From an optimization exercise on the open Yosys and OpenROAD flow, aimed at small area, a short achievable clock period and few clock cycles; shortcuts taken in it are not production practice. At most, simulation tests tie the RTL to the original design; equivalence was not proved. Function not checked in run 9: the RTL went through the layout flow alone. Power and IR drop assume default switching activity.

$ cat flow/design.v
module circle(
     input  logic       clk,
     input  logic       rst_n,
     input  logic [2:0] colour,
     input  logic [7:0] centre_x,
     input  logic [6:0] centre_y,
     input  logic [7:0] radius,
     input  logic       start,
     output logic       done,
     output logic [7:0] vga_x,
     output logic [6:0] vga_y,
     output logic [2:0] vga_colour,
     output logic       vga_plot
     );
     logic              busy;
     logic              prime;    
     logic [7:0]        ox, oy;
     logic signed [9:0] c;        
     logic [9:0]        e5;       
     logic [7:0]        rem;      
     logic [7:0]        cxr;      
     logic [6:0]        cyr;
     wire signed [9:0] cx = {2'b00, cxr};
     wire signed [9:0] cy = {3'b000, cyr};
     wire signed [9:0] sx = {2'b00, ox};
     wire signed [9:0] sy = {2'b00, oy};
     wire signed [9:0] xa = cx + sx;    
     wire signed [9:0] xb = cx - sx;    
     wire signed [9:0] xc = cx + sy;    
     wire signed [9:0] xd = cx - sy;    
     wire signed [9:0] ya = cy + sy;    
     wire signed [9:0] yb = cy - sy;    
     wire signed [9:0] yc = cy + sx;    
     wire signed [9:0] yd = cy - sx;    
     wire       dec = !c[9];             
     wire       dx  = dec & !prime;
     wire       dy  = !prime;
     function automatic le(input logic [9:0] a, input logic [9:0] b);
          logic r;
          r = 1'b1;
          for (int i = 0; i < 10; i++)
               if (i == 9) r = (a[i] & !b[i]) | (r & !(!a[i] & b[i]));
               else        r = (!a[i] & b[i]) | (r & !(a[i] & !b[i]));
          le = r;
     endfunction
     wire vxa = dx ? le(xa, 10'd160) : le(xa, 10'd159);
     wire vxb = dx ? (le(-10'd1, xb) && le(xb, 10'd158)) : (!xb[9] && le(xb, 10'd159));
     wire vxc = dy ? le(xc, 10'd158) : le(xc, 10'd159);
     wire vxd = dy ? (le(10'd1, xd) && le(xd, 10'd160)) : (!xd[9] && le(xd, 10'd159));
     wire vya = dy ? le(ya, 10'd118) : le(ya, 10'd119);
     wire vyb = dy ? (le(10'd1, yb) && le(yb, 10'd120)) : (!yb[9] && le(yb, 10'd119));
     wire vyc = dx ? le(yc, 10'd120) : le(yc, 10'd119);
     wire vyd = dx ? (le(-10'd1, yd) && le(yd, 10'd118)) : (!yd[9] && le(yd, 10'd119));
     wire       em1 = (e5 == 10'd3);        
     wire       em2 = (e5 == 10'd1);        
     wire       eneg = e5[9] || e5 < 10'd5;   
     wire       dg  = prime ? (e5 == 10'd5) : dec ? em2 : em1;
     wire       fin = !prime && (dec ? (!eneg || em1) : !eneg);
     wire [7:0] vis = { vxc & vyd, vxa & vyb, vxd & vyd, vxb & vyb,
                        vxd & vyc, vxb & vya, vxc & vyc, vxa & vya };
     wire [7:0] dup = ({8{prime}} & 8'b1101_1000) | ({8{dg}} & 8'b1010_1010);
     wire [7:0] vis_n = vis & ~dup;
     logic [7:0] sel;
     always_comb
          for (int i = 0; i < 8; i++)
               sel[i] = rem[i] && (i == 0 || (rem & ((8'd1 << i) - 8'd1)) == 8'd0);
     wire       adv = (rem & ~sel) == 8'd0;
     logic [7:0] px;
     logic [6:0] py;
     always_comb begin
          px = 8'd0;
          py = 7'd0;
          if (sel[0] | sel[6]) px = px | xa[7:0];
          if (sel[2] | sel[4]) px = px | xb[7:0];
          if (sel[1] | sel[7]) px = px | xc[7:0];
          if (sel[3] | sel[5]) px = px | xd[7:0];
          if (sel[0] | sel[2]) py = py | ya[6:0];
          if (sel[4] | sel[6]) py = py | yb[6:0];
          if (sel[1] | sel[3]) py = py | yc[6:0];
          if (sel[5] | sel[7]) py = py | yd[6:0];
     end
     wire       stp  = busy & adv & !prime;         
     wire       load = !busy & !done & start;
     wire [7:0] oy1 = oy + 8'd1;
     wire [9:0] c_d = c + e5;                   
     wire [9:0] c_s = c + {1'b0, oy1, 1'b1};    
     wire [7:0] ox_n = ox - {7'd0, stp & dec};
     wire [7:0] oy_n = oy + {7'd0, stp};
     wire [9:0] c_n  = !stp ? c : dec ? c_d : c_s;
     wire [9:0] e_s  = e5 + {7'd0, stp & dec, stp & !dec, 1'b0};
     always_ff @(posedge clk) begin
          cxr        <= centre_x;
          cyr        <= centre_y;
          vga_colour <= colour;
          vga_x      <= px;
          vga_y      <= py;
          rem        <= !busy ? 8'd0 : adv ? vis_n : rem & ~sel;
          ox         <= load ? radius : ox_n;
          oy         <= load ? 8'd0 : oy_n;
          c          <= load ? 10'd0 - {2'b00, radius} : c_n;
          e5         <= load ? 10'd5 - {2'b00, radius, 1'b0} : e_s;
          if (!rst_n) begin
               busy     <= 1'b0;
               done     <= 1'b0;
               vga_plot <= 1'b0;
          end else begin
               vga_plot <= busy & (|rem);
               if (busy) begin
                    if (adv) begin
                         prime <= 1'b0;
                         if (fin) begin
                              busy <= 1'b0;
                              done <= 1'b1;
                         end
                    end
               end else if (done) begin
                    if (!start) done <= 1'b0;
               end else if (start) begin
                    busy  <= 1'b1;
                    prime <= 1'b1;
               end
          end
     end
endmodule
$ cat flow/flow/run.sh
#!/bin/bash
# The standard layout, with the ports buffered by a small plain buffer
# instead of the delay buffer that buffer_ports picks by default.
set -e
cp standard.sh standard_sh.txt
export BUFFER_PORTS_ARGS="-buffer_cell sky130_fd_sc_hd__buf_2"
bash standard.sh > standard.log 2>&1
$ cat flow/standard.sh
#!/bin/bash
# synth_recipe.tcl (not shown) runs the flow's synth.tcl, then flattens the netlist and writes it again
# the make line also repeats each setting of config.mk as NAME=value (left out here)
make -C /OpenROAD-flow-scripts/flow DESIGN_CONFIG=/design/flow/config.mk WORK_HOME=/design/flow/orfs CLKGATE_MAP_FILE= SYNTH_SCRIPT=/design/flow/synth_recipe.tcl "${@:-finish}"
$ cat flow/config.mk
export PLATFORM = sky130hd
export DESIGN_NAME = circle
export DESIGN_NICKNAME = circle
export VERILOG_FILES = /design/flow/design.v
export SDC_FILE = /design/flow/constraint.sdc
export NUM_CORES = 4
export LEC_CHECK = 0
export ABC_AREA = 1
export CAP_MARGIN = 20
export CORE_MARGIN = 2
export CORE_UTILIZATION = 40
export CTS_BUF_LIST = sky130_fd_sc_hd__clkbuf_4 sky130_fd_sc_hd__clkbuf_8
export SETUP_SLACK_MARGIN = 2.4
export SLEW_MARGIN = 20
$ cat flow/constraint.sdc
create_clock -name core_clock -period 5.0 [get_ports {clk}]
set_input_delay 1.0000 -clock core_clock [delete_from_list [all_inputs] [get_ports {clk}]]
set_output_delay 1.0000 -clock core_clock [all_outputs]
set_load 0.01 [all_outputs]
==> flow_metrics.tcl, run 1 <==
set metrics [dict create \
    met1_length_mm 9.83 \
    syn_inst 1001 \
    h-tree-depth 3 \
    routed_wl_mm 21.5 \
    ys_seq_elements 80 \
    intPower_mw 1.45 \
    cts.sinks 80 \
    die_area_um2 18300 \
    cpLargestDelayFamily "simple AND/OR/NAND/NOR gates" \
    top_layer "met4" \
    vias 6835 \
    slew_headroom 0.346 \
    final_cell_mix "nand2_1 (204), inv_1 (149), nor2_1 (85), nand3_1 (76), a21oi_1 (65)" \
    power.switching_mw 1.13 \
    dp.final_hpwl_mm 16.9 \
    cap_viol_max_count 0 \
    min_period_ns 2.53 \
    p_comb_frac 0.465 \
    fmax_mhz 395 \
    endpoint_kind "register" \
    peakVddDrop_mv 0.161 \
    seqPwrFrac 0.338 \
    synth_edf_count 11 \
    nets 1186 \
    fin_skew_ns 0.0138 \
    slew_viol_final 0 \
    wl_met3_mm 1.09 \
    ys_seq_area_frac 0.248 \
    outcome "timing/DRC/antenna clean" \
    grt_start_max_net_pins 33 \
    critPathKind "reg2reg" \
    utilization 0.465 \
    place_congestion 0.963 \
    cp.required_ns 5.15 \
    globalRouteTotalUtil 0.236 \
    wl_met2_mm 9.94 \
    post-route-period-util 0.507 \
    initial_core_util 0.404 \
    final_common_cell "nand2_1" \
    arrival_ns 2.68 \
    vias_per_cell 5.25 \
    power.share.switching 0.438 \
    p_total_mw 2.57 \
    rsz0062_at_grt "yes" \
    die_w_um 135 \
    cts_buffers 9 \
    cp_common_cell "nand2_1" \
    fin_ws_ns 2.47 \
    grt_overflow 0 \
    worstSetupStartpointType "register" \
    dp_slack_ns 2.04 \
    root_buffer "clkbuf_8" \
    clk_latency_ns 0.39 \
    cts_tree "built" \
    syn_area_um2 6910 \
    p_clk_frac 0.197 \
    hold_class "reg2reg" \
    final_cells 1301 \
    grt_pass1_vias 6341 \
    clk_pin_slew_ns 0.09 \
    crit_chain "buf_4 > buf_4 > o21ai_0 > ha_1 > a21oi_1 > nand2_1 > inv_1 > nor2_1 > nor2_1 > o21ai_1 > nand2_1 > a21boi_1 > nor2_1 > nand2_1 > nand3_1 > nand2_1" \
    fp.dieH_um 135 \
    power_density_nw_per_um2 323 \
    dpl.cell_count 1261 \
    antenna_found_initial 0 \
    ios 49 \
    synth-async-reset-ratio 0 \
    finalHoldViolCount 0 \
    worstPathMaxFanout 6 \
    drt_iter0_markers 569 \
    synth_ff_type "dfxtp_1" \
    drive_above_1_share 0.157 \
    synth_cell_types 52 \
    synthToLayoutAreaGrowth_pct 15.3 \
    ant_nets 0 \
    leakage_nw 3.95 \
    portBuffers 48 \
    critical_path.max_stage_delay_ns 0.44 \
    synth.avg_cell_area_um2 6.90 \
    yosysWarnings 1 \
    num_antenna_cells 0 \
    core_area_um2 17100 \
    std_cell_rows 48 \
    first_pass_iters 5 \
    post-route-drc-count 0 \
    grt_pass1_wl_mm 33.3 \
    cp_slowest_cell "edfxtp_1" \
    setup_viol 0 \
    clockBufferDepth 2 \
    cp_num_buf_inv 3 \
    syn_nets 1116 \
    tns_ns 0 \
    tightest_slew_ns 0.970 \
    wire_per_inst_um 16.5 \
]
## worst register-to-register path: cells and delay by family (launching register included)
family	cells	cell delay (ns)
flip-flops	1	0.44
AO/OA/AOI/OAI	4	0.53
AND/OR/NAND/NOR	8	0.66
buffers and inverters	3	0.38
adder cells (fa/ha/maj)	1	0.30
## sequential cells by signal, summed over array words and instances (netlist names)
name        count
prime           1
done            1
rem             8
ox              8
oy              8
c              10
vga_x           8
vga_colour      3
e5              9
cxr             8
vga_y           7
vga_plot        1
cyr             7
busy            1
## logic make-up (layout without fill, tap and decap cells)
logic type / Yosys count / in the layout / synth area share
XOR/XNOR: 42 / 42 / 0.0532
AO/OA/AOI/OAI: 179 / 179 / 0.149
flip-flops: 80 / 80 / 0.248
AND/OR/NAND/NOR: 443 / 443 / 0.290
adder cells (fa/ha/maj): 86 / 86 / 0.166
buffers and inverters: 171 / 246 / 0.0947
## routing by layer
metal  vias to the layer above  track usage
met5                         -            0
met3                        40       0.0337
met4                         0       0.0851
met1                      3132        0.314
li1                       3443            -
met2                       220        0.393
## cell usage after synthesis (5+ instances only)
library cell	count	share of area
a21boi_0	5	0.0054
a21oi_1	69	0.050
a221oi_1	6	0.0076
buf_2	5	0.0036
clkbuf_1	6	0.0033
dfxtp_1	69	0.20
edfxtp_1	11	0.048
fa_1	9	0.026
ha_1	77	0.14
inv_1	156	0.085
nand2_1	206	0.11
nand3_1	76	0.055
nand3b_1	5	0.0054
nand4_1	26	0.024
nor2_1	87	0.047
nor3_1	16	0.012
o21ai_0	57	0.041
o21ai_1	7	0.0051
o22ai_1	6	0.0054
or2_2	5	0.0045
xnor2_1	7	0.0089
xor2_1	35	0.044
## power by group through the flow
stage          combinational [mW]  clock, mW  sequential (mW)
6_report                     1.20      0.507            0.870
5_1_grt                      1.33      0.546            0.881
3_5_place_dp                 1.08          0            0.878
4_1_cts                      1.10      0.524            0.865
2_1_floorplan               0.769          0            0.860
3_3_place_gp                 1.08          0            0.876
## cell type report
class | count | area [um^2]
timing repair inverter | 1 | 7.51
timing repair buffer | 72 | 420
tap | 225 | 282
clock buffer | 9 | 124
sequential | 80 | 1750
clock inverter | 7 | 70.1
multi-input combinational | 750 | 4710
inverter | 157 | 604
fill | 1796 | 9150
## metrics by stage
step	instance area [um^2]	hold WS, ns
global placement	7370	0.493
CTS	7640	0.509
global route	7970	0.553
finish	7970	0.504
floorplan	6910	0.503
detailed placement	7370	0.491
## worst paths after layout
check	start	end	slack [ns]	depth (start not counted)
setup / recovery	c[9]	c[9]	2.47	16
hold reg to reg	done	done	0.50	2
hold / removal	done	done	0.50	2
setup reg to reg	c[9]	c[9]	2.47	16
## what timing repair did
action,4_1_cts,5_1_grt
setup endpoints to repair,17,28
cloned,0,1
endpoints found under the hold margin,0,0
hold buffers,0,0
buffers inserted,6,17
pin swaps,1,20
resized for setup,15,62
Testbench counts, summed over its fixed seeds: cycles 121,943.
==> inputs of run 2 (changes only) <==
--- a/flow/config.mk
+++ b/flow/config.mk
@@ -11,4 +11,5 @@
 export CORE_UTILIZATION = 40
 export CTS_BUF_LIST = sky130_fd_sc_hd__clkbuf_4 sky130_fd_sc_hd__clkbuf_8
+export GPL_ROUTABILITY_DRIVEN = 0
 export SETUP_SLACK_MARGIN = 2.4
 export SLEW_MARGIN = 20
==> run 2 against run 1 <==
Compared with the run above:
- sequential share of layout area about the same
- critical path depth decreased by 3
- routed wire length decreased by 3.1%
- largest power group unchanged
- critical path type unchanged
- total power decreased by 1.9%
- sequential power decreased by 0.6%
- non-clock buffer count increased by 1
- synthesized area unchanged
- worst hold slack improved by 0.012 ns
- die area unchanged
- setup slack improved by 0.036 ns
- register-to-register slack improved by 0.04 ns
==> flow_metrics.tcl, run 2 <==
set metrics [dict create \
    outcome "timing/DRC/antenna clean" \
    wire_per_inst_um 16.0 \
    worstPathMaxFanout 3 \
    dp.final_hpwl_mm 16.6 \
    intPower_mw 1.42 \
    synth-async-reset-ratio 0 \
    cts.sinks 80 \
    critPathCapture "rem[4]" \
    drt_iter0_markers 407 \
    nFillCells 1772 \
    die_area_um2 18300 \
    nets 1186 \
    leakage_nw 3.97 \
    synth_edf_count 11 \
    clockBufferDepth 2 \
    dp_slack_ns 2.07 \
    clk_latency_ns 0.39 \
    final_common_cell "nand2_1" \
    power_density_nw_per_um2 318 \
    initial_core_util 0.404 \
    fmax_mhz 400 \
    syn_area_um2 6910 \
    worstSetupStartpointType "register" \
    min_period_ns 2.50 \
    yosysTopAreaCell "dfxtp_1" \
    synthToLayoutAreaGrowth_pct 15.0 \
    place_area_um2 7380 \
    cp_common_cell "nand2_1" \
    cp.depth 13 \
    crit_chain "inv_1 > ha_1 > fa_1 > nand3b_1 > nand2_1 > a21boi_2 > xor2_1 > inv_1 > nand3_1 > o21ai_1 > nor2_1 > nand2_1 > nand2_1" \
    seqPwrFrac 0.343 \
    p_total_mw 2.52 \
    largest_register_ffs 10 \
    portBuffers 48 \
    synth_common_cells "nand2_1 (206), inv_1 (156), nor2_1 (87), ha_1 (77), nand3_1 (76)" \
    routed_wl_mm 20.8 \
    std_cell_rows 48 \
    tns_ns 0 \
    hold_class "reg2reg" \
    critPathKind "reg2reg" \
    top_regs "c: 10 flops, e5: 9 flops" \
    cts_buffers 9 \
    final_cells 1301 \
    grt_pass1_wl_mm 32.6 \
    first_pass_iters 5 \
    synth_area_leaders "dfxtp_1 (20%), ha_1 (14%), nand2_1 (11%)" \
    reg2regPathDepth 13 \
    cp.required_ns 5.33 \
    r2r-start "cyr[0]" \
    drive_above_1_share 0.158 \
    largest_register "c" \
    reg2reg_to "rem[4]" \
    synth_top_area_frac 0.200 \
    root_buffer "clkbuf_8" \
    cp_num_buf_inv 2 \
    arrival_ns 2.82 \
    synth_cell_types 52 \
    finalHoldViolCount 0 \
    cp_slowest_cell "fa_1" \
    tightest_slew_ns 0.959 \
    clk_pin_slew_ns 0.09 \
    power.switching_mw 1.10 \
    ios 49 \
    slew_headroom 0.354 \
    crit_path_start "cyr[0]" \
    globalRouteTotalUtil 0.232 \
    yosysWarnings 1 \
    antenna_found_initial 0 \
    ys_seq_area_frac 0.248 \
    slew_viol_final 0 \
    die_w_um 135 \
    syn_nets 1116 \
    grt_overflow 0 \
    endpoint_kind "register" \
    utilization 0.464 \
    p_clk_frac 0.186 \
    power.share.switching 0.437 \
    synth.avg_cell_area_um2 6.90 \
    post-route-period-util 0.500 \
    grt_start_max_net_pins 33 \
    fin_ws_ns 2.50 \
    post-route-drc-count 0 \
    ant_nets 0 \
    final_cell_mix "nand2_1 (203), inv_1 (149), nor2_1 (82), nand3_1 (76), ha_1 (68)" \
    cap_viol_max_count 0 \
    h-tree-depth 3 \
    hold_slack_ns 0.516 \
    p_comb_frac 0.471 \
    cts_tree "built" \
    holdBufCountCts 0 \
    fp.dieH_um 135 \
    vias_per_cell 5.23 \
    rrSetupSlack_ns 2.50 \
    setup_viol 0 \
    synth.most_common_cell "nand2_1" \
    synth_ff_type "dfxtp_1" \
    ys_seq_elements 80 \
    syn_inst 1001 \
    dpl.cell_count 1262 \
    stdcell_area_um2 7950 \
    num_antenna_cells 0 \
    rsz0062_at_grt "yes" \
    peakVddDrop_mv 0.158 \
    core_area_um2 17100 \
    grt_pass1_vias 6307 \
    critical_path.max_stage_delay_ns 0.42 \
    vias 6798 \
    cpLargestDelayFamily "simple AND/OR/NAND/NOR gates" \
    fin_skew_ns 0.0139 \
]
-- run 2: cell counts after synthesis --
No cell type changed its count.
-- run 2: cells by family (layout without fill, tap and decap cells) --
logic type / after synthesis / after routing / synth area share
compound gates: 179 / 179 / 0.149
xor+xnor: 42 / 42 / 0.0532
fa+ha+maj: 86 / 86 / 0.166
buf+inv: 171 / 246 / 0.0947
flops: 80 / 80 / 0.248
simple gates: 443 / 443 / 0.290
-- run 2: what timing repair did --
action	4_1_cts	5_1_grt
setup buffers	8	15
gates cloned	0	0
resized for setup	14	63
setup endpoints to repair	19	19
pin swaps	0	19
-- run 2: routing by layer --
layer	routed length, um	up-vias	global-route usage
li1	-	3446	-
met1	9220	3109	0.294
met2	9390	199	0.379
met3	1300	44	0.0486
met4	890	0	0.104
met5	0	-	0
-- run 2: power by group through the flow --
stage	Combinational (mW)	Sequential, mW	Clock, mW
floorplan	0.769	0.860	0
global placement	1.08	0.874	0
detailed placement	1.07	0.876	0
CTS	1.11	0.863	0.486
global route	1.32	0.878	0.508
finish	1.19	0.865	0.470
-- run 2: how the worst min path moves through the flow --
| stage | cells past startpoint | slack (ns) | endpoint | from |
|---|---|---|---|---|
| after global placement | 2 | 0.49 | done | done |
| after global routing | 2 | 0.55 | done | done |
| after detailed placement | 2 | 0.50 | done | done |
| final | 2 | 0.52 | done | done |
| after floorplan | 2 | 0.50 | ox[5] | ox[5] |
| after CTS | 2 | 0.51 | done | done |
-- run 2: layout make-up --
type | count | area [um^2] | share of cell area
inverter | 157 | 608 | 0.0765
sequential | 80 | 1750 | 0.220
clock buffer | 11 | 145 | 0.0183
tap | 225 | 282 | 0.0354
clock inverter | 5 | 37.5 | 0.00472
timing repair buffer | 73 | 432 | 0.0543
multi-input combinational | 750 | 4700 | 0.591
-- run 2: tightest hold or removal path, stage by stage, from the launching register on --
cell      delay (ns)
dfxtp_1         0.33
inv_1           0.07
a211oi_1        0.07
==> inputs of run 3 (changes only) <==
--- a/flow/config.mk
+++ b/flow/config.mk
@@ -14,2 +14,3 @@
 export SETUP_SLACK_MARGIN = 2.4
 export SLEW_MARGIN = 20
+export TNS_END_PERCENT = 30
==> run 3 against run 2 <==
Compared with the run above:
- largest power group unchanged
- still clean
- routed wire length shrank 0.26%
- via count shrank 0.38%
- synthesized area is the same
- critical path type unchanged
==> flow_metrics.tcl, run 3 <==
set metrics [dict create \
    outcome "timing/DRC/antenna clean" \
    num_antenna_cells 0 \
    ant_nets 0 \
    peakVddDrop_mv 0.160 \
    grt_pass1_wl_mm 32.6 \
    synth.most_common_cell "nand2_1" \
    grt_start_max_net_pins 33 \
    cp_common_cell "nand2_1" \
    synth_area_leaders "dfxtp_1 (20%), ha_1 (14%), nand2_1 (11%)" \
    crit_chain "inv_1 > ha_1 > fa_1 > nand3b_1 > nand2_1 > a21boi_2 > xor2_1 > inv_1 > nand3_1 > o21ai_1 > nor2_1 > nand2_1 > nand2_1" \
    cp_slowest_cell "fa_1" \
    top_regs "c: 10 flops, e5: 9 flops" \
    vias_per_cell 5.22 \
    min_to "done" \
    die_w_um 135 \
    critical_path.max_stage_delay_ns 0.42 \
    grt_pass1_vias 6307 \
    post-route-drc-count 0 \
    seq_area_um2 1740 \
    nets 1182 \
    wire_per_inst_um 16.0 \
    leakage_nw 3.95 \
    synth_cell_types 52 \
    grt_overflow 0 \
    h-tree-depth 3 \
    fin_skew_ns 0.0153 \
    hold_class "reg2reg" \
    ys_seq_elements 80 \
    syn_inst 1001 \
    clk_latency_ns 0.39 \
    first_pass_iters 5 \
    antenna_found_initial 0 \
    cts.sinks 80 \
    std_cell_rows 48 \
    clk_pin_slew_ns 0.09 \
    min_period_ns 2.50 \
    tightest_slew_ns 0.951 \
    ios 49 \
    synth_common_cells "nand2_1 (206), inv_1 (156), nor2_1 (87), ha_1 (77), nand3_1 (76)" \
    slew_headroom 0.359 \
    cts_tree "built" \
    synth_top_area_frac 0.200 \
    synth-async-reset-ratio 0 \
    yosysWarnings 1 \
    vias 6772 \
    root_buffer "clkbuf_8" \
    final_common_cell "nand2_1" \
    whs_path_depth 2 \
    cpLargestDelayFamily "simple AND/OR/NAND/NOR gates" \
    clockBufferDepth 2 \
    endpoint_kind "register" \
    die_area_um2 18300 \
    rrSetupSlack_ns 2.50 \
    power_density_nw_per_um2 319 \
    post-route-period-util 0.499 \
    ys_seq_area_frac 0.248 \
    synthToLayoutAreaGrowth_pct 14.3 \
    fp.dieH_um 135 \
    r2r-start "cyr[0]" \
    slew_viol_final 0 \
    nFillCells 1782 \
    largest_register "c" \
    synth_edf_count 11 \
    initial_core_util 0.404 \
    dp.final_hpwl_mm 16.6 \
    drive_above_1_share 0.150 \
    critPathKind "reg2reg" \
    globalRouteTotalUtil 0.232 \
    p_total_mw 2.52 \
    worstPathMaxFanout 3 \
    syn_nets 1116 \
    cap_viol_max_count 0 \
    reg2regPathDepth 13 \
    yosysTopAreaCell "dfxtp_1" \
    portBuffers 48 \
    largest_register_ffs 10 \
    synth.avg_cell_area_um2 6.90 \
    routed_wl_mm 20.7 \
    hold_start "done" \
    rsz0062_at_grt "yes" \
    arrival_ns 2.82 \
    drt_iter0_markers 421 \
    multiInputGateArea_um2 4680 \
    synth_ff_type "dfxtp_1" \
    cts_buffers 9 \
    cp_num_buf_inv 2 \
    setup_viol 0 \
    core_area_um2 17100 \
    reg2reg_to "rem[4]" \
    worstSetupStartpointType "register" \
    tns_ns 0 \
    fmax_mhz 401 \
    cp.required_ns 5.33 \
    finalHoldViolCount 0 \
    syn_area_um2 6910 \
    final_cell_mix "nand2_1 (203), inv_1 (151), nor2_1 (83), nand3_1 (76), ha_1 (68)" \
]
==> run 3: cell counts after synthesis <==
Identical to the previous run, type by type.
==> run 3: worst max path at each step <==
stage / to / cells past startpoint / start / slack (ns)
after floorplan: c[9] / 15 / oy[1] / 2.41
after CTS: c[9] / 15 / oy[1] / 2.38
after global placement: c[9] / 15 / oy[1] / 2.18
after detailed placement: c[9] / 15 / oy[1] / 2.07
after global routing: ox[6] / 14 / rem[1] / 2.35
final: rem[4] / 13 / cyr[0] / 2.50
==> run 3: metal layers <==
layer	GRT usage	wire length, um	vias up	share of wire
li1	-	-	3434	-
met3	0.0486	1240	48	0.060
met2	0.379	9330	206	0.45
met5	0	0	-	0
met4	0.104	929	0	0.045
met1	0.294	9240	3084	0.45
==> run 3: timing repair <==
action | 4_1_cts | 5_1_grt
setup buffers | 8 | 11
endpoints found under the setup margin | 19 | 19
pin swaps | 0 | 16
hold buffers | 0 | 0
resized for setup | 13 | 57
==> run 3: final cells by class <==
cell class	instances	share of cell area
multi-input combinational	750	0.593
inverter	157	0.0761
sequential	80	0.221
timing repair buffer	69	0.0509
clock buffer	11	0.0184
clock inverter	5	0.00476
tap	225	0.0357
==> run 3: kinds of logic after synthesis <==
kind of cell | Yosys count | synth area share
compound gates | 179 | 0.149
xor+xnor | 42 | 0.0532
fa+ha+maj | 86 | 0.166
buf+inv | 171 | 0.0947
flops | 80 | 0.248
simple gates | 443 | 0.290
==> run 3: through the flow <==
stage | cells | utilization | worst slack [ns] | area, um^2 | hold WS (ns)
after CTS | 1286 | 0.447 | 2.38 | 7650 | 0.515
after detailed placement | 1262 | 0.431 | 2.07 | 7380 | 0.496
after global routing | 1297 | 0.461 | 2.35 | 7890 | 0.547
after global placement | 1262 | 0.431 | 2.18 | 7380 | 0.490
final | 1297 | 0.461 | 2.50 | 7890 | 0.516
after floorplan | 1001 | - | 2.41 | 6910 | 0.503
==> run 3: worst reg2reg max path, delay by kind of cell, from the launching register on <==
kind | cells | cell delay [ns]
AO/OA/AOI/OAI | 2 | 0.17
AND/OR/NAND/NOR | 6 | 0.85
buffers and inverters | 2 | 0.18
XOR/XNOR | 1 | 0.25
adder cells (fa/ha/maj) | 2 | 0.63
flip-flops | 1 | 0.37
==> run 3: where the power goes <==
group          internal, mW  switching [mW]  total, mW
sequential            0.768          0.0949      0.863
clock                 0.204           0.268      0.472
combinational         0.444           0.740       1.18
==> inputs of run 4 (changes only) <==
--- a/flow/config.mk
+++ b/flow/config.mk
@@ -12,5 +12,5 @@
 export CTS_BUF_LIST = sky130_fd_sc_hd__clkbuf_4 sky130_fd_sc_hd__clkbuf_8
 export GPL_ROUTABILITY_DRIVEN = 0
-export SETUP_SLACK_MARGIN = 2.4
+export SETUP_SLACK_MARGIN = 2.5
 export SLEW_MARGIN = 20
 export TNS_END_PERCENT = 30
==> run 4 against run 3 <==
Compared with the run above:
- still clean
- die area did not move
- sequential power rose by 0.5%
- register-to-register slack better by 0.06 ns
- sequential share of layout area down 0.95 points
- clock power decreased by 2%
- combinational power up 9%
- largest cell class unchanged
==> flow_metrics.tcl, run 4 <==
set metrics [dict create \
    die_w_um 135 \
    cts_buffers 9 \
    fp.dieH_um 135 \
    vias 6971 \
    synthToLayoutAreaGrowth_pct 20.2 \
    grt_pass1_vias 6500 \
    fmax_mhz 411 \
    worstPathMaxFanout 6 \
    synth_area_leaders "dfxtp_1 (20%), ha_1 (14%), nand2_1 (11%)" \
    synth_ff_type "dfxtp_1" \
    ys_seq_elements 80 \
    core_area_um2 17100 \
    cp.required_ns 5.14 \
    cts.sinks 80 \
    syn_nets 1116 \
    use_met3 0.0468 \
    cts_tree "built" \
    final_common_cell "nand2_1" \
    holdBufCountCts 0 \
    critPathKind "reg2reg" \
    fin_skew_ns 0.0147 \
    post-route-drc-count 0 \
    largest_register "c" \
    ant_nets 0 \
    syn_inst 1001 \
    synth_cell_types 52 \
    clockBufferDepth 2 \
    num_antenna_cells 0 \
    first_pass_iters 7 \
    synth_top_area_frac 0.200 \
    synth-async-reset-ratio 0 \
    p_comb_frac 0.492 \
    root_buffer "clkbuf_8" \
    use_met2 0.408 \
    synth_edf_count 11 \
    drive_above_1_share 0.208 \
    h-tree-depth 3 \
    vias_per_cell 5.31 \
    wire_per_inst_um 16.7 \
    post-route-period-util 0.487 \
    synth_common_cells "nand2_1 (206), inv_1 (156), nor2_1 (87), ha_1 (77), nand3_1 (76)" \
    tightest_slew_ns 0.980 \
    setup_viol 0 \
    die_area_um2 18300 \
    rsz0062_at_grt "yes" \
    slew_headroom 0.346 \
    ys_seq_area_frac 0.248 \
    ios 49 \
    grt_pass1_wl_mm 33.5 \
    std_cell_rows 48 \
    leakage_nw 4.05 \
    largest_register_ffs 10 \
    intPower_mw 1.46 \
    grt_start_max_net_pins 32 \
    slew_viol_final 0 \
    endpoint_kind "register" \
    nets 1199 \
    grt.busiest_layer "met2" \
    tns_ns 0 \
    grt_overflow 0 \
    clk_pin_slew_ns 0.09 \
    min_period_ns 2.43 \
    outcome "timing/DRC/antenna clean" \
    yosysWarnings 1 \
    seqPwrFrac 0.332 \
    power_density_nw_per_um2 315 \
    arrival_ns 2.57 \
    yosysTopAreaCell "dfxtp_1" \
    final_cell_mix "nand2_1 (199), inv_1 (145), nor2_1 (78), nand3_1 (74), a21oi_1 (66)" \
    power.switching_mw 1.16 \
    portBuffers 48 \
    p_clk_frac 0.176 \
    worstSetupStartpointType "register" \
    nFillCells 1738 \
    finalHoldViolCount 0 \
    utilization 0.485 \
    dp.final_hpwl_mm 16.8 \
    peakVddDrop_mv 0.196 \
    syn_area_um2 6910 \
    power.share.switching 0.442 \
    hold_class "reg2reg" \
    cap_viol_max_count 0 \
    synth.most_common_cell "nand2_1" \
    use_met1 0.302 \
    initial_core_util 0.404 \
    drt_iter0_markers 473 \
    synth.avg_cell_area_um2 6.90 \
    antenna_found_initial 0 \
    clk_latency_ns 0.39 \
    p_total_mw 2.61 \
    globalRouteTotalUtil 0.238 \
    routed_wl_mm 22.0 \
    top_regs "c: 10 flops, e5: 9 flops" \
]
## run 4: cell types whose count changed in the layout (fill, tap and decap cells not counted), moves of 4 or more
cell,previous run,this run
buf_4,20,32
clkinvlp_4,3,7
dfxtp_1,56,50
dfxtp_2,7,11
fa_1,9,4
fa_2,0,5
ha_1,68,56
ha_4,1,10
inv_1,151,145
nand2_1,203,199
nor2_1,83,78
o21ai_0,50,46
## run 4: worst max-delay path, stage by stage, from the launching register on
cell,delay (ns)
edfxtp_1,0.41
clkinvlp_4,0.20
nand2_2,0.16
o21ai_4,0.09
fa_2,0.37
nand3_1,0.09
nand2_1,0.07
nand2_1,0.08
nand2_1,0.07
a21oi_2,0.17
nor2_2,0.06
o21ai_1,0.15
nand2_1,0.08
o21ai_1,0.11
nand2_1,0.06
## run 4: logic make-up (layout without fill, tap and decap cells)
kind of cell               after synthesis  in the layout  synth area share
and+or+nand+nor                        443            443             0.290
AOI/OAI and AO/OA                      179            179             0.149
buffers and inverters                  171            259            0.0947
adders and majority gates               86             86             0.166
DFF                                     80             80             0.248
xor gates and xnor gates                42             42            0.0532
## run 4: timing repair
action	in CTS	in global routing
resized for setup	31	110
hold endpoints to repair	0	0
pin swaps	3	37
endpoints found under the setup margin	25	26
buffers inserted	14	23
## run 4: worst paths after layout
path         start    to  slack (ns)  depth (start not counted)
max           c[9]  c[8]        2.57                         14
min           done  done        0.51                          2
max reg2reg   c[9]  c[8]        2.57                         14
min reg2reg   done  done        0.51                          2
## run 4: cell type report
| class | count | area [um^2] | area share |
|---|---|---|---|
| multi-input cells | 750 | 4920 | 0.592 |
| repair buffers | 86 | 566 | 0.0681 |
| well taps | 225 | 282 | 0.0339 |
| inverters | 157 | 616 | 0.0741 |
| clock inverters | 5 | 33.8 | 0.00407 |
| flip-flops and latches | 80 | 1760 | 0.211 |
| clock buffers | 11 | 139 | 0.0167 |
## run 4: metal layers
| metal | vias to the layer above | share of wire | wire, um |
|---|---|---|---|
| met2 | 252 | 0.48 | 10600 |
| met5 | - | 0 | 0 |
| met4 | 0 | 0.025 | 546 |
| met3 | 38 | 0.067 | 1480 |
| li1 | 3479 | - | - |
| met1 | 3202 | 0.42 | 9290 |
## run 4: power by group through the flow
stage	Sequential [mW]	Clock, mW	Combinational, mW
2_1_floorplan	0.860	0	0.769
3_3_place_gp	0.873	0	1.07
3_5_place_dp	0.874	0	1.08
4_1_cts	0.858	0.474	1.13
5_1_grt	0.877	0.497	1.43
6_report	0.867	0.461	1.29
## run 4: metrics by stage
step / cells / hold slack, ns / setup slack, ns / instance area, um^2
after global routing: 1314 / 0.555 / 2.41 / 8310
after CTS: 1291 / 0.509 / 2.48 / 7710
after floorplan: 1001 / 0.503 / 2.51 / 6910
after detailed placement: 1261 / 0.494 / 1.90 / 7370
final: 1314 / 0.508 / 2.57 / 8310
after global placement: 1261 / 0.491 / 1.89 / 7370
==> inputs of run 5 (changes only) <==
--- a/flow/config.mk
+++ b/flow/config.mk
@@ -14,3 +14,2 @@
 export SETUP_SLACK_MARGIN = 2.5
 export SLEW_MARGIN = 20
-export TNS_END_PERCENT = 30
==> run 5 against run 4 <==
Compared with the run above:
- still clean
- die area stayed put
- flip-flop and latch count unchanged
- global-route usage up 0.065 points
- utilization up 0.11 points
- critical path type unchanged
- critical endpoint is now c[9]
==> flow_metrics.tcl, run 5 <==
set metrics [dict create \
    ys_seq_area_frac 0.248 \
    synthToLayoutAreaGrowth_pct 20.5 \
    synth_cell_types 52 \
    tightest_slew_ns 0.958 \
    fmax_mhz 411 \
    cp.required_ns 5.14 \
    grt_start_max_net_pins 32 \
    synth_ff_type "dfxtp_1" \
    cts.sinks 80 \
    rsz0062_at_grt "yes" \
    power_density_nw_per_um2 316 \
    tns_ns 0 \
    cts_buffers 9 \
    stdcell_area_um2 8330 \
    holdBufCountCts 0 \
    hold_class "reg2reg" \
    syn_area_um2 6910 \
    die_w_um 135 \
    arrival_ns 2.58 \
    slew_viol_final 0 \
    synth_top_area_frac 0.200 \
    critPathKind "reg2reg" \
    num_antenna_cells 0 \
    largest_register_ffs 10 \
    synth_edf_count 11 \
    syn_nets 1116 \
    clockBufferDepth 2 \
    routed_wl_mm 22.2 \
    worstPathMaxFanout 6 \
    drt_iter0_markers 547 \
    finalHoldViolCount 0 \
    top_regs "c: 10 flops, e5: 9 flops" \
    root_buffer "clkbuf_8" \
    final_cell_mix "nand2_1 (198), inv_1 (143), nor2_1 (78), nand3_1 (74), a21oi_1 (65)" \
    critical_path.max_stage_delay_ns 0.41 \
    clk_latency_ns 0.39 \
    hold_slack_ns 0.508 \
    ys_seq_elements 80 \
    final_common_cell "nand2_1" \
    multiInputGateArea_um2 4940 \
    grt_overflow 0 \
    fp.dieH_um 135 \
    dp.final_hpwl_mm 16.8 \
    portBuffers 48 \
    setup_viol 0 \
    vias 6996 \
    use_met2 0.410 \
    drive_above_1_share 0.213 \
    seq_area_um2 1760 \
    clk_pin_slew_ns 0.09 \
    synth.most_common_cell "nand2_1" \
    leakage_nw 4.04 \
    peakVddDrop_mv 0.198 \
    yosysTopAreaCell "dfxtp_1" \
    vias_per_cell 5.32 \
    wire_per_inst_um 16.9 \
    syn_inst 1001 \
    first_pass_iters 5 \
    ios 49 \
    fin_skew_ns 0.0142 \
    die_area_um2 18300 \
    use_met1 0.304 \
    cp_common_cell "nand2_2" \
    yosysWarnings 1 \
    crit_chain "clkinvlp_4 > buf_6 > o21ai_4 > ha_4 > a21oi_1 > nand2_2 > inv_2 > nor2_4 > nor2_2 > o21ai_2 > nand2_2 > a21boi_2 > o21bai_1 > nand3_1 > nand2_1" \
    globalRouteTotalUtil 0.239 \
    nFillCells 1744 \
    synth_area_leaders "dfxtp_1 (20%), ha_1 (14%), nand2_1 (11%)" \
    synth_common_cells "nand2_1 (206), inv_1 (156), nor2_1 (87), ha_1 (77), nand3_1 (76)" \
    cts_tree "built" \
    std_cell_rows 48 \
    antenna_found_initial 0 \
    core_area_um2 17100 \
    place_area_um2 7370 \
    largest_register "c" \
    cp_slowest_cell "edfxtp_1" \
    min_period_ns 2.44 \
    post-route-period-util 0.487 \
    slew_headroom 0.361 \
    synth-async-reset-ratio 0 \
    initial_core_util 0.404 \
    outcome "timing/DRC/antenna clean" \
    h-tree-depth 3 \
    synth.avg_cell_area_um2 6.90 \
    use_met3 0.0445 \
    grt_pass1_vias 6505 \
    grt_pass1_wl_mm 33.6 \
    nets 1200 \
    cap_viol_max_count 0 \
    ant_nets 0 \
    worstSetupStartpointType "register" \
    endpoint_kind "register" \
    post-route-drc-count 0 \
    grt.busiest_layer "met2" \
]
## run 5: final cells by class
class,count,area share
multi-input combinational,750,0.593
tap,225,0.0338
clock buffer,11,0.0167
clock inverter,5,0.00406
sequential,80,0.211
timing repair buffer,87,0.0678
inverter,157,0.0739
## run 5: timing repair
item	CTS	global route
resized for setup	37	113
buffers inserted	14	24
setup endpoints to repair	25	26
pin swaps	4	43
## run 5: final timing paths
path / to / startpoint / slack, ns / cells after the start
setup reg to reg: c[9] / c[9] / 2.56 / 15
hold reg to reg: done / done / 0.51 / 2
hold / removal: done / done / 0.51 / 2
setup / recovery: c[9] / c[9] / 2.56 / 15
## run 5: logic make-up after synthesis
logic type	Yosys count	synth area share
AOI/OAI and AO/OA	179	0.149
buffers and inverters	171	0.0947
and+or+nand+nor	443	0.290
adders and majority gates	86	0.166
DFF	80	0.248
xor gates and xnor gates	42	0.0532
## run 5: power breakdown
group,switching (mW),internal [mW]
sequential,0.0987,0.769
combinational,0.796,0.499
clock,0.272,0.192
## run 5: metal layers
layer | wire length (um) | share of wire
met1 | 9420 | 0.43
met2 | 10900 | 0.49
met5 | 0 | 0
met3 | 1410 | 0.063
met4 | 473 | 0.021
## run 5: critical path: cells and delay by family (launching register included)
family,cells,cell delay (ns)
buf+inv,3,0.43
simple gates,6,0.45
fa+ha+maj,1,0.16
flops,1,0.41
compound gates,5,0.73
## run 5: metrics by stage
step / util / power [mW] / setup slack, ns / instances
2_1_floorplan: - / 1.63 / 2.51 / 1001
3_3_place_gp: 0.431 / 1.95 / 1.89 / 1261
3_5_place_dp: 0.431 / 1.95 / 1.90 / 1261
4_1_cts: 0.452 / 2.47 / 2.49 / 1291
5_1_grt: 0.486 / 2.81 / 2.43 / 1315
6_report: 0.486 / 2.63 / 2.56 / 1315
==> inputs of run 6 (changes only) <==
--- a/flow/config.mk
+++ b/flow/config.mk
@@ -12,4 +12,4 @@
 export CTS_BUF_LIST = sky130_fd_sc_hd__clkbuf_4 sky130_fd_sc_hd__clkbuf_8
 export GPL_ROUTABILITY_DRIVEN = 0
-export SETUP_SLACK_MARGIN = 2.5
+export SETUP_SLACK_MARGIN = 2.3
 export SLEW_MARGIN = 20
==> run 6 against run 5 <==
Compared with the run above:
- synthesized cell count did not move
- utilization fell by 3.4 points
- synthesized area did not move
- sequential power fell by 0.7%
==> flow_metrics.tcl, run 6 <==
set metrics [dict create \
    tightest_slew_ns 0.942 \
    whs_path_depth 2 \
    nFillCells 1790 \
    synth_common_cells "nand2_1 (206), inv_1 (156), nor2_1 (87), ha_1 (77), nand3_1 (76)" \
    die_w_um 135 \
    cp.required_ns 5.32 \
    endpoint_kind "register" \
    synth_ff_type "dfxtp_1" \
    final_cell_mix "nand2_1 (205), inv_1 (153), nor2_1 (86), nand3_1 (76), ha_1 (73)" \
    grt_start_max_net_pins 33 \
    std_cell_rows 48 \
    synth_edf_count 11 \
    power_density_nw_per_um2 319 \
    slew_viol_final 0 \
    top_regs "c: 10 flops, e5: 9 flops" \
    r2r-start "ox[3]" \
    rrSetupSlack_ns 2.45 \
    largest_register "c" \
    syn_area_um2 6910 \
    peakVddDrop_mv 0.155 \
    rsz0062_at_grt "yes" \
    hold_start "done" \
    tns_ns 0 \
    cts_tree "built" \
    vias 6705 \
    nets 1176 \
    h-tree-depth 3 \
    root_buffer "clkbuf_8" \
    portBuffers 48 \
    post-route-drc-count 0 \
    synth.most_common_cell "nand2_1" \
    leakage_nw 3.90 \
    syn_inst 1001 \
    grt_overflow 0 \
    ios 49 \
    multiInputGateArea_um2 4600 \
    synth-async-reset-ratio 0 \
    seq_area_um2 1740 \
    arrival_ns 2.87 \
    fin_skew_ns 0.0151 \
    synth_area_leaders "dfxtp_1 (20%), ha_1 (14%), nand2_1 (11%)" \
    yosysWarnings 1 \
    min_period_ns 2.55 \
    clk_pin_slew_ns 0.09 \
    clk_latency_ns 0.39 \
    min_to "done" \
    grt_pass1_wl_mm 32.5 \
    final_common_cell "nand2_1" \
    finalHoldViolCount 0 \
    reg2reg_to "rem[7]" \
    grt_pass1_vias 6265 \
    initial_core_util 0.404 \
    cts_buffers 9 \
    ant_nets 0 \
    vias_per_cell 5.19 \
    cap_viol_max_count 0 \
    drive_above_1_share 0.127 \
    antenna_found_initial 0 \
    fmax_mhz 392 \
    slew_headroom 0.365 \
    setup_viol 0 \
    worstPathMaxFanout 9 \
    outcome "timing/DRC/antenna clean" \
    holdBufCountCts 0 \
    core_area_um2 17100 \
    synth_cell_types 52 \
    routed_wl_mm 20.6 \
    ys_seq_elements 80 \
    synth_top_area_frac 0.200 \
    largest_register_ffs 10 \
    globalRouteTotalUtil 0.231 \
    synthToLayoutAreaGrowth_pct 12.2 \
    reg2regPathDepth 12 \
    die_area_um2 18300 \
    critPathKind "reg2reg" \
    first_pass_iters 5 \
    dp.final_hpwl_mm 16.6 \
    post-route-period-util 0.510 \
    dpl.cell_count 1262 \
    yosysTopAreaCell "dfxtp_1" \
    dp_slack_ns 2.07 \
    final_cells 1291 \
    wire_per_inst_um 15.9 \
    ys_seq_area_frac 0.248 \
    hold_class "reg2reg" \
    num_antenna_cells 0 \
    cts.sinks 80 \
    drt_iter0_markers 418 \
    fp.dieH_um 135 \
    synth.avg_cell_area_um2 6.90 \
    clockBufferDepth 2 \
    worstSetupStartpointType "register" \
    fin_ws_ns 2.45 \
    syn_nets 1116 \
]
-- run 6: kinds of logic (layout without fill, tap and decap cells) --
kind of cell	Yosys count	in the layout	share of synthesized area
AO/OA/AOI/OAI	179	179	0.149
XOR/XNOR	42	42	0.0532
adder cells (fa/ha/maj)	86	86	0.166
buffers and inverters	171	236	0.0947
flip-flops	80	80	0.248
AND/OR/NAND/NOR	443	443	0.290
-- run 6: layout make-up --
cell class                      instances  area share
Clock buffer                           11      0.0187
Clock inverter                          5     0.00484
Inverter                              157      0.0770
Multi-Input combinational cell        750       0.594
Sequential cell                        80       0.224
Tap cell                              225      0.0363
Timing Repair Buffer                   63      0.0455
-- run 6: timing repair --
action / 4_1_cts / 5_1_grt
resized for setup: 7 / 32
pin swaps: 0 / 5
setup buffers: 4 / 9
setup endpoints to repair: 8 / 17
-- run 6: how the worst max path moves through the flow --
stage	slack [ns]	depth (start not counted)	startpoint	end
after floorplan	2.41	15	oy[1]	c[9]
after global placement	2.18	15	oy[1]	c[9]
after detailed placement	2.07	15	oy[1]	c[9]
after CTS	2.29	13	c[9]	ox[6]
after global routing	2.22	15	c[9]	c[8]
final	2.45	12	ox[3]	rem[7]
-- run 6: layer usage --
layer / track usage / vias up / wire, um
met1: 0.291 / 3042 / 9180
met2: 0.377 / 190 / 9240
li1: - / 3425 / -
met4: 0.105 / 0 / 945
met3: 0.0501 / 48 / 1200
met5: 0 / - / 0
-- run 6: where the power goes --
part	internal (mW)	total, mW	switching [mW]
clock network	0.203	0.467	0.263
registers	0.768	0.862	0.0943
logic	0.420	1.14	0.722
total	1.39	2.47	1.08
-- run 6: through the flow --
step	utilization	power, mW	cell area, um^2	hold WS, ns
after CTS	0.444	2.44	7610	0.515
after global placement	0.431	1.95	7380	0.490
after floorplan	-	1.63	6910	0.503
after detailed placement	0.431	1.95	7380	0.496
final	0.453	2.47	7750	0.516
after global routing	0.453	2.66	7750	0.547
-- run 6: critical path, stage by stage, from the launching register on --
cell and delay (ns):
dfxtp_1 0.46, inv_1 0.21, ha_2 0.40, a21oi_1 0.16
nand2_1 0.09, a21boi_1 0.20, xor2_1 0.31, nand3_1 0.12
nor2_1 0.11, nor2_1 0.05, nand2_1 0.06, nand2_1 0.14
o21ai_0 0.17
==> inputs of run 7 (changes only) <==
--- a/flow/config.mk
+++ b/flow/config.mk
@@ -12,4 +12,5 @@
 export CTS_BUF_LIST = sky130_fd_sc_hd__clkbuf_4 sky130_fd_sc_hd__clkbuf_8
 export GPL_ROUTABILITY_DRIVEN = 0
-export SETUP_SLACK_MARGIN = 2.3
+export SETUP_SLACK_MARGIN = 2.35
 export SLEW_MARGIN = 20
+export TNS_END_PERCENT = 30
==> run 7 against run 6 <==
Compared with the run above:
- cell count about the same
- highest routed layer unchanged
- largest cell class unchanged
- final area up 0.21%
- clock-buffer cell count unchanged
==> flow_metrics.tcl, run 7 <==
set metrics [dict create \
    use_met2 0.377 \
    final_common_cell "nand2_1" \
    cpLargestDelayFamily "simple AND/OR/NAND/NOR gates" \
    synth.most_common_cell "nand2_1" \
    yosysTopAreaCell "dfxtp_1" \
    drive_above_1_share 0.128 \
    whs_path_depth 2 \
    seqPwrFrac 0.346 \
    power.share.switching 0.438 \
    final_cell_mix "nand2_1 (205), inv_1 (153), nor2_1 (86), nand3_1 (76), ha_1 (73)" \
    cts.sinks 80 \
    use_met1 0.293 \
    syn_inst 1001 \
    clk_pin_slew_ns 0.09 \
    globalRouteTotalUtil 0.231 \
    die_w_um 135 \
    place_area_um2 7380 \
    routed_wl_mm 20.7 \
    ys_seq_area_frac 0.248 \
    fmax_mhz 393 \
    power.switching_mw 1.09 \
    min_period_ns 2.54 \
    top_regs "c: 10 flops, e5: 9 flops" \
    syn_area_um2 6910 \
    outcome "timing/DRC/antenna clean" \
    num_antenna_cells 0 \
    power_density_nw_per_um2 320 \
    peakVddDrop_mv 0.157 \
    core_area_um2 17100 \
    post-route-drc-count 0 \
    largest_register "c" \
    cp_num_buf_inv 2 \
    fp.dieH_um 135 \
    ys_seq_elements 80 \
    stdcell_area_um2 7770 \
    antenna_found_initial 0 \
    die_area_um2 18300 \
    worstSetupStartpointType "register" \
    slew_headroom 0.355 \
    tns_ns 0 \
    grt.busiest_layer "met2" \
    ant_nets 0 \
    post-route-period-util 0.509 \
    reg2regPathDepth 12 \
    cp.required_ns 5.33 \
    synth_cell_types 52 \
    wire_per_inst_um 16.0 \
    clk_latency_ns 0.39 \
    yosysWarnings 1 \
    cp_common_cell "nand2_1" \
    leakage_nw 3.90 \
    rsz0062_at_grt "yes" \
    fin_skew_ns 0.0125 \
    synth_top_area_frac 0.200 \
    grt_overflow 0 \
    root_buffer "clkbuf_8" \
    synth.avg_cell_area_um2 6.90 \
    ios 49 \
    cap_viol_max_count 0 \
    initial_core_util 0.404 \
    portBuffers 48 \
    intPower_mw 1.40 \
    synth_ff_type "dfxtp_1" \
    largest_register_ffs 10 \
    synth-async-reset-ratio 0 \
    arrival_ns 2.87 \
    vias_per_cell 5.22 \
    crit_chain "inv_1 > ha_1 > a21oi_1 > nand2_1 > a21boi_2 > xor2_1 > inv_1 > nand3_1 > o21ai_1 > nor2_1 > nand2_1 > nand2_1" \
    nets 1177 \
    p_comb_frac 0.464 \
    setup_viol 0 \
    h-tree-depth 3 \
    cp_slowest_cell "ha_1" \
    endpoint_kind "register" \
    finalHoldViolCount 0 \
    cts_buffers 9 \
    worstPathMaxFanout 6 \
    grt_pass1_vias 6287 \
    synth_common_cells "nand2_1 (206), inv_1 (156), nor2_1 (87), ha_1 (77), nand3_1 (76)" \
    syn_nets 1116 \
    dp.final_hpwl_mm 16.6 \
    grt_pass1_wl_mm 32.5 \
    critPathKind "reg2reg" \
    clockBufferDepth 2 \
    synth_edf_count 11 \
    hold_class "reg2reg" \
    synthToLayoutAreaGrowth_pct 12.4 \
    std_cell_rows 48 \
    p_clk_frac 0.189 \
    tightest_slew_ns 0.957 \
    synth_area_leaders "dfxtp_1 (20%), ha_1 (14%), nand2_1 (11%)" \
    vias 6738 \
    use_met3 0.0501 \
    p_total_mw 2.49 \
    cp.depth 12 \
    first_pass_iters 5 \
    grt_start_max_net_pins 33 \
    critical_path.max_stage_delay_ns 0.43 \
    cts_tree "built" \
    slew_viol_final 0 \
    drt_iter0_markers 428 \
]
[run 7: cell counts after synthesis]
Identical to the previous run, type by type.
[run 7: worst paths after layout]
path	endpoint	start	slack (ns)
setup / recovery	rem[4]	oy[3]	2.46
hold / removal	done	done	0.52
setup reg to reg	rem[4]	oy[3]	2.46
hold reg to reg	done	done	0.52
[run 7: final cells by class]
cell class	count	area, um^2
sequential	80	1740
fill	1787	9350
multi-input combinational	750	4610
clock inverter	5	37.5
tap	225	282
inverter	157	597
timing repair buffer	64	360
clock buffer	11	145
[run 7: routing by layer]
metal,vias up,wire [um],share of wire
met5,-,0,0
met4,0,881,0.043
met3,44,1190,0.057
met2,205,9370,0.45
met1,3067,9240,0.45
li1,3422,-,-
[run 7: stage by stage]
stage	worst slack, ns	hold WS, ns	std cells	utilization
floorplan	2.41	0.503	1001	-
global placement	2.18	0.490	1262	0.431
detailed placement	2.07	0.496	1262	0.431
CTS	2.33	0.515	1283	0.445
global route	2.28	0.547	1292	0.454
finish	2.46	0.516	1292	0.454
[run 7: kinds of logic (layout without fill, tap and decap cells)]
group                    after synthesis  count (layout)  share of synthesized area
AND/OR/NAND/NOR                      443             443                      0.290
AO/OA/AOI/OAI                        179             179                      0.149
buffers and inverters                171             237                     0.0947
adder cells (fa/ha/maj)               86              86                      0.166
flip-flops                            80              80                      0.248
XOR/XNOR                              42              42                     0.0532
[run 7: power by group through the flow]
stage	clock [mW]	sequential [mW]	combinational [mW]
CTS	0.486	0.861	1.09
floorplan	0	0.860	0.769
detailed placement	0	0.876	1.07
global route	0.508	0.875	1.29
finish	0.471	0.862	1.16
global placement	0	0.874	1.08
[run 7: tightest hold or removal path, cell delays in order, from the launching register on]
cell	delay (ns)
dfxtp_1	0.33
inv_1	0.07
a211oi_1	0.07
[run 7: timing repair]
item,4_1_cts,5_1_grt
hold buffers,0,0
hold endpoints to repair,0,0
pin swaps,0,5
resized for setup,8,34
gates cloned,0,0
setup endpoints to repair,15,18
buffers inserted,5,9
==> inputs of run 8 (changes only) <==
--- a/flow/config.mk
+++ b/flow/config.mk
@@ -12,5 +12,5 @@
 export CTS_BUF_LIST = sky130_fd_sc_hd__clkbuf_4 sky130_fd_sc_hd__clkbuf_8
 export GPL_ROUTABILITY_DRIVEN = 0
-export SETUP_SLACK_MARGIN = 2.35
+export SETUP_SLACK_MARGIN = 2.45
 export SLEW_MARGIN = 20
 export TNS_END_PERCENT = 30
==> run 8 against run 7 <==
Compared with the run above:
- largest power group unchanged
- flip-flop and latch count stayed put
- final area is 4.0% higher
- maximum frequency is 2.3% higher
==> flow_metrics.tcl, run 8 <==
set metrics [dict create \
    yosysWarnings 1 \
    synth_ff_type "dfxtp_1" \
    slew_viol_final 0 \
    clk_latency_ns 0.39 \
    drt_iter0_markers 441 \
    largest_register "c" \
    synth_common_cells "nand2_1 (206), inv_1 (156), nor2_1 (87), ha_1 (77), nand3_1 (76)" \
    synth.avg_cell_area_um2 6.90 \
    endpoint_kind "register" \
    syn_nets 1116 \
    ys_seq_elements 80 \
    synth.most_common_cell "nand2_1" \
    crit_chain "inv_1 > ha_2 > inv_1 > a21oi_1 > nand2_1 > nand4_1 > nand3_1 > xor2_1 > nand2_1 > nand2_1 > nor2_1 > nor2_1 > nor2_1" \
    power_density_nw_per_um2 316 \
    critPathKind "reg2reg" \
    post-route-period-util 0.497 \
    top_regs "c: 10 flops, e5: 9 flops" \
    wire_per_inst_um 16.6 \
    largest_register_ffs 10 \
    routed_wl_mm 21.6 \
    seqPwrFrac 0.339 \
    final_cells 1305 \
    rsz0062_at_grt "yes" \
    fin_skew_ns 0.0174 \
    tightest_slew_ns 0.978 \
    worstPathMaxFanout 7 \
    globalRouteTotalUtil 0.237 \
    grt_pass1_wl_mm 33.4 \
    cap_viol_max_count 0 \
    fp.dieH_um 135 \
    intPower_mw 1.42 \
    peakVddDrop_mv 0.198 \
    first_pass_iters 5 \
    leakage_nw 3.97 \
    power.switching_mw 1.13 \
    dp_slack_ns 1.90 \
    synth_area_leaders "dfxtp_1 (20%), ha_1 (14%), nand2_1 (11%)" \
    clockBufferDepth 2 \
    utilization 0.472 \
    critical_path.max_stage_delay_ns 0.46 \
    dp.final_hpwl_mm 16.8 \
    vias 6934 \
    vias_per_cell 5.31 \
    cts.sinks 80 \
    slew_headroom 0.341 \
    antenna_found_initial 0 \
    worstSetupStartpointType "register" \
    cp_slowest_cell "ha_2" \
    die_area_um2 18300 \
    cts_tree "built" \
    cp.required_ns 5.26 \
    nets 1190 \
    fmax_mhz 402 \
    dpl.cell_count 1261 \
    yosysTopAreaCell "dfxtp_1" \
    grt_start_max_net_pins 32 \
    final_cell_mix "nand2_1 (201), inv_1 (149), nor2_1 (79), nand3_1 (74), a21oi_1 (66)" \
    min_period_ns 2.49 \
    core_area_um2 17100 \
    cts_buffers 9 \
    synthToLayoutAreaGrowth_pct 16.9 \
    root_buffer "clkbuf_8" \
    power.share.switching 0.443 \
    grt_pass1_vias 6471 \
    ys_seq_area_frac 0.248 \
    initial_core_util 0.404 \
    std_cell_rows 48 \
    finalHoldViolCount 0 \
    synth_edf_count 11 \
    final_common_cell "nand2_1" \
    fin_ws_ns 2.51 \
    portBuffers 48 \
    syn_inst 1001 \
    stdcell_area_um2 8080 \
    synth_cell_types 52 \
    post-route-drc-count 0 \
    drive_above_1_share 0.185 \
    synth-async-reset-ratio 0 \
    syn_area_um2 6910 \
    arrival_ns 2.75 \
    p_comb_frac 0.480 \
    synth_top_area_frac 0.200 \
    hold_class "reg2reg" \
    clk_pin_slew_ns 0.10 \
    ios 49 \
    grt_overflow 0 \
    h-tree-depth 3 \
    place_area_um2 7370 \
    p_clk_frac 0.181 \
    num_antenna_cells 0 \
    outcome "timing/DRC/antenna clean" \
    die_w_um 135 \
    tns_ns 0 \
    setup_viol 0 \
    ant_nets 0 \
]
[run 8: cell count changes in the layout (fill, tap and decap cells not counted), moves of 6 or more]
cell	before	now
nor2_1	86	79
nor2_2	5	11
ha_1	73	61
buf_4	16	28
ha_2	3	11
[run 8: worst paths after layout]
kind / startpoint / to / slack (ns) / depth (start not counted)
hold reg to reg: done / done / 0.51 / 2
hold / removal: done / done / 0.51 / 2
setup reg to reg: oy[2] / rem[1] / 2.51 / 13
setup / recovery: oy[2] / rem[1] / 2.51 / 13
[run 8: power groups by stage]
stage	clock network [mW]	registers (mW)	logic [mW]
after floorplan	0	0.860	0.769
after global placement	0	0.873	1.07
after detailed placement	0	0.874	1.08
after CTS	0.474	0.857	1.11
after global routing	0.497	0.874	1.37
final	0.462	0.864	1.23
[run 8: critical path, delay by kind of cell (launching register included)]
| family | cells | cell delay, ns |
|---|---|---|
| xor+xnor | 1 | 0.24 |
| buf+inv | 2 | 0.34 |
| simple gates | 8 | 0.67 |
| compound gates | 1 | 0.19 |
| fa+ha+maj | 1 | 0.46 |
| flops | 1 | 0.44 |
[run 8: timing repair]
action,CTS,global route
endpoints found under the setup margin,23,25
buffers inserted,8,20
pin swaps,1,28
hold buffers,0,0
gates resized for setup,22,86
[run 8: logic make-up after synthesis]
group	synth area share
compound gates	0.149
flops	0.248
fa+ha+maj	0.166
xor+xnor	0.0532
buf+inv	0.0947
simple gates	0.290
[run 8: area by class of cell]
cell class | instances | area [um^2]
Fill cell | 1758 | 9040
Clock inverter | 5 | 33.8
Timing Repair Buffer | 77 | 462
Multi-Input combinational cell | 750 | 4810
Tap cell | 225 | 282
Sequential cell | 80 | 1750
Inverter | 157 | 606
Clock buffer | 11 | 139
[run 8: metrics by stage]
| step | hold slack (ns) | power, mW |
|---|---|---|
| 6_report | 0.508 | 2.55 |
| 5_1_grt | 0.555 | 2.74 |
| 4_1_cts | 0.509 | 2.44 |
| 3_5_place_dp | 0.494 | 1.95 |
| 3_3_place_gp | 0.491 | 1.95 |
| 2_1_floorplan | 0.503 | 1.63 |
[run 8: metal layers]
metal / routed length, um / GRT usage
met5: 0 / 0
met4: 603 / 0.0741
met3: 1370 / 0.0441
met2: 10300 / 0.406
met1: 9300 / 0.303
==> inputs of run 9 (changes only) <==
--- a/flow/design.v
+++ b/flow/design.v
@@ -21,4 +21,5 @@
      logic [7:0]        cxr;      
      logic [6:0]        cyr;
+     assign vga_colour = colour;
      wire signed [9:0] cx = {2'b00, cxr};
      wire signed [9:0] cy = {3'b000, cyr};
@@ -92,5 +93,4 @@
           cxr        <= centre_x;
           cyr        <= centre_y;
-          vga_colour <= colour;
           vga_x      <= px;
           vga_y      <= py;
--- a/flow/config.mk
+++ b/flow/config.mk
@@ -12,5 +12,5 @@
 export CTS_BUF_LIST = sky130_fd_sc_hd__clkbuf_4 sky130_fd_sc_hd__clkbuf_8
 export GPL_ROUTABILITY_DRIVEN = 0
-export SETUP_SLACK_MARGIN = 2.45
+export SETUP_SLACK_MARGIN = 2.4
 export SLEW_MARGIN = 20
 export TNS_END_PERCENT = 30
==> run 9 against run 8 <==
Compared with the run above:
- non-clock buffer count fell by 18
- utilization is 0.48 points lower
- synthesized cell count increased by 0.40%
- still clean
- clock skew barely moved
- largest power group unchanged
- cell count down 1.9%
- sequential share of layout area about the same
- largest cell class unchanged
- final area down 3.8%
- total power fell by 3.8%
- worst hold slack gained 0.0017 ns
- highest routed layer unchanged
- flip-flop and latch count is 3 lower
- via count is 4.1% lower
- maximum frequency decreased by 1.5%
==> flow_metrics.tcl, run 9 <==
set metrics [dict create \
    syn_nets 1120 \
    critPathKind "reg2reg" \
    cp_num_buf_inv 1 \
    outcome "timing/DRC/antenna clean" \
    worstPathMaxFanout 6 \
    grt_pass1_wl_mm 32.2 \
    synth.avg_cell_area_um2 6.80 \
    ios 49 \
    grt_pass1_vias 6237 \
    tightest_slew_ns 0.999 \
    multiInputGateArea_um2 4680 \
    fp.dieH_um 135 \
    arrival_ns 2.85 \
    syn_area_um2 6830 \
    fin_skew_ns 0.0176 \
    ant_nets 0 \
    synth_edf_count 11 \
    num_antenna_cells 0 \
    synth_area_leaders "dfxtp_1 (19%), ha_1 (14%), nand2_1 (11%)" \
    synth.most_common_cell "nand2_1" \
    stdcell_area_um2 7770 \
    muxShareOfSynthArea 0 \
    top_regs "c: 10 flops, e5: 9 flops" \
    post-route-drc-count 0 \
    holdBufCountCts 0 \
    cts_buffers 9 \
    std_cell_rows 47 \
    leakage_nw 3.86 \
    routed_wl_mm 20.7 \
    slew_viol_final 0 \
    cap_viol_max_count 0 \
    finalHoldViolCount 0 \
    vias 6651 \
    clk_latency_ns 0.40 \
    first_pass_iters 5 \
    worstSetupStartpointType "register" \
    grt_start_max_net_pins 32 \
    synth_top_area_frac 0.193 \
    endpoint_kind "register" \
    crit_chain "inv_1 > ha_1 > a21oi_1 > a21boi_1 > xor2_1 > nand3_1 > nor2_1 > nor2_1 > nand2_1 > nand2_1 > o21ai_1" \
    yosysWarnings 1 \
    crit_path_start "ox[5]" \
    wire_per_inst_um 16.1 \
    dp.final_hpwl_mm 16.4 \
    synth_ff_type "dfxtp_1" \
    cts.sinks 77 \
    power_density_nw_per_um2 316 \
    cts_tree "built" \
    r2r-start "ox[5]" \
    antenna_found_initial 0 \
    h-tree-depth 3 \
    drive_above_1_share 0.142 \
    core_area_um2 16600 \
    largest_register "c" \
    syn_inst 1005 \
    nFillCells 1699 \
    tns_ns 0 \
    largest_register_ffs 10 \
    synth-compound-area-share 0.146 \
    die_w_um 135 \
    critical_path.max_stage_delay_ns 0.45 \
    synth_top_family_by_area "simple AND/OR/NAND/NOR gates" \
    hold_start "done" \
    yosysTopAreaCell "dfxtp_1" \
    synthSimpleGateAreaFrac 0.288 \
    setup_viol 0 \
    die_area_um2 18100 \
    cp_slowest_cell "ha_1" \
    fmax_mhz 396 \
    place_area_um2 7230 \
    drt_iter0_markers 405 \
    p_total_mw 2.45 \
    synth_common_cells "nand2_1 (205), inv_1 (158), nor2_1 (101), nand3_1 (81), ha_1 (77)" \
    root_buffer "clkbuf_8" \
    globalRouteTotalUtil 0.230 \
    synth-async-reset-ratio 0 \
    synth_cell_types 49 \
    utilization 0.467 \
    synth_xor_area_frac 0.0551 \
    final_common_cell "nand2_1" \
    grt_overflow 0 \
    hold_class "reg2reg" \
    portBuffers 42 \
    yosys.area_share.adder 0.167 \
    seq_area_um2 1680 \
    clk_pin_slew_ns 0.09 \
    rsz0062_at_grt "yes" \
    initial_core_util 0.411 \
    synthToLayoutAreaGrowth_pct 13.8 \
    final_cell_mix "nand2_1 (202), inv_1 (153), nor2_1 (96), nand3_1 (77), ha_1 (67)" \
    nets 1170 \
    slew_headroom 0.327 \
    cp.required_ns 5.33 \
    vias_per_cell 5.20 \
    cpLargestDelayFamily "compound AO/OA/AOI/OAI gates" \
    ys_seq_elements 77 \
    min_period_ns 2.52 \
    ys_seq_area_frac 0.242 \
    clockBufferDepth 2 \
    peakVddDrop_mv 0.139 \
    post-route-period-util 0.504 \
]
-- run 9: routing by layer --
layer / wire [um] / vias up / track usage
li1: - / 3398 / -
met1: 9410 / 3046 / 0.296
met2: 9690 / 181 / 0.383
met3: 1110 / 26 / 0.0480
met4: 442 / 0 / 0.0789
met5: 0 / - / 0
-- run 9: logic make-up after synthesis --
group	count (synthesis)
simple gates	446
xor+xnor	43
compound gates	173
buf+inv	180
flops	77
fa+ha+maj	86
-- run 9: path summary, 6_finish.rpt --
kind | to | slack (ns) | depth (start not counted)
hold / removal | done | 0.51 | 2
setup reg to reg | rem[5] | 2.48 | 11
setup / recovery | rem[5] | 2.48 | 11
hold reg to reg | done | 0.51 | 2
-- run 9: area by class of cell --
class	count	share of cell area
Sequential cell	77	0.217
Timing Repair Buffer	59	0.0435
Clock inverter	7	0.00869
Multi-Input combinational cell	748	0.602
Inverter	160	0.0780
Tap cell	220	0.0354
Clock buffer	9	0.0159
-- run 9: tightest hold or removal path: cells and delay by family (launching register included) --
kind	cells	cell delay (ns)
buffers and inverters	1	0.07
AOI/OAI and AO/OA	1	0.07
DFF	1	0.33
-- run 9: power by group --
part / switching, mW / leakage (nW) / internal, mW / total [mW]
Clock: 0.285 / 0.0993 / 0.193 / 0.478
Sequential: 0.0944 / 0.658 / 0.743 / 0.837
Combinational: 0.725 / 3.11 / 0.414 / 1.14
-- run 9: stage by stage --
step | setup WS [ns] | hold WS (ns) | std cells
final | 2.48 | 0.510 | 1280
after global routing | 2.32 | 0.536 | 1280
after floorplan | 2.41 | 0.481 | 1005
after global placement | 2.12 | 0.496 | 1248
after CTS | 2.36 | 0.515 | 1265
after detailed placement | 2.07 | 0.497 | 1248
-- run 9: repair_timing --
| action | CTS | global route |
|---|---|---|
| setup buffers | 1 | 15 |
| cloned | 0 | 0 |
| pin swaps | 0 | 14 |
| gates resized for setup | 8 | 69 |
| setup endpoints to repair | 11 | 24 |

port drivers added, routing unchanged:
The results above use ideal ports. As a check the final layouts listed here were re-extracted and re-timed, cells and wires unchanged. Step 1 sets driving cells, clkbuf_16 on the clock port and buf_2 on the other inputs (assumed; they add their load-dependent delay and slew). Step 2 times the ports against the registers' clock, not the clock port: input delays grow and output delays shrink by t, the midpoint of the rising clock arrivals with the driver on. Slacks: ideal / step 1 / step 2; pairs: ideal / step 1.
run	t (ns)	setup WS [ns]	hold WS [ns]	worst register clock-pin slew, ns	worst slew at a driven data input, ns
run 1	0.423	2.466 / 2.466 / 2.456	0.504 / 0.504 / 0.504	0.10 / 0.10	0.03
run 2	0.418	2.502 / 2.502 / 2.502	0.516 / 0.516 / 0.516	0.09 / 0.09	0.03
run 3	0.421	2.504 / 2.504 / 2.504	0.516 / 0.516 / 0.516	0.10 / 0.10	0.03
run 4	0.419	2.566 / 2.566 / 2.388	0.508 / 0.508 / 0.508	0.10 / 0.10	0.03
run 5	0.420	2.564 / 2.564 / 2.395	0.508 / 0.508 / 0.508	0.10 / 0.10	0.03
run 6	0.420	2.452 / 2.452 / 2.452	0.516 / 0.516 / 0.516	0.09 / 0.09	0.03
run 7	0.421	2.457 / 2.457 / 2.457	0.516 / 0.516 / 0.516	0.09 / 0.09	0.03
run 8	0.421	2.515 / 2.515 / 2.375	0.508 / 0.508 / 0.508	0.10 / 0.10	0.03
run 9	0.430	2.478 / 2.478 / 2.456	0.510 / 0.510 / 0.510	0.10 / 0.10	0.06
After both steps every run listed still meets setup and hold. The setup slack of run 4, which loses most, moves by 0.000 ns with the drivers and by -0.178 ns with both steps.
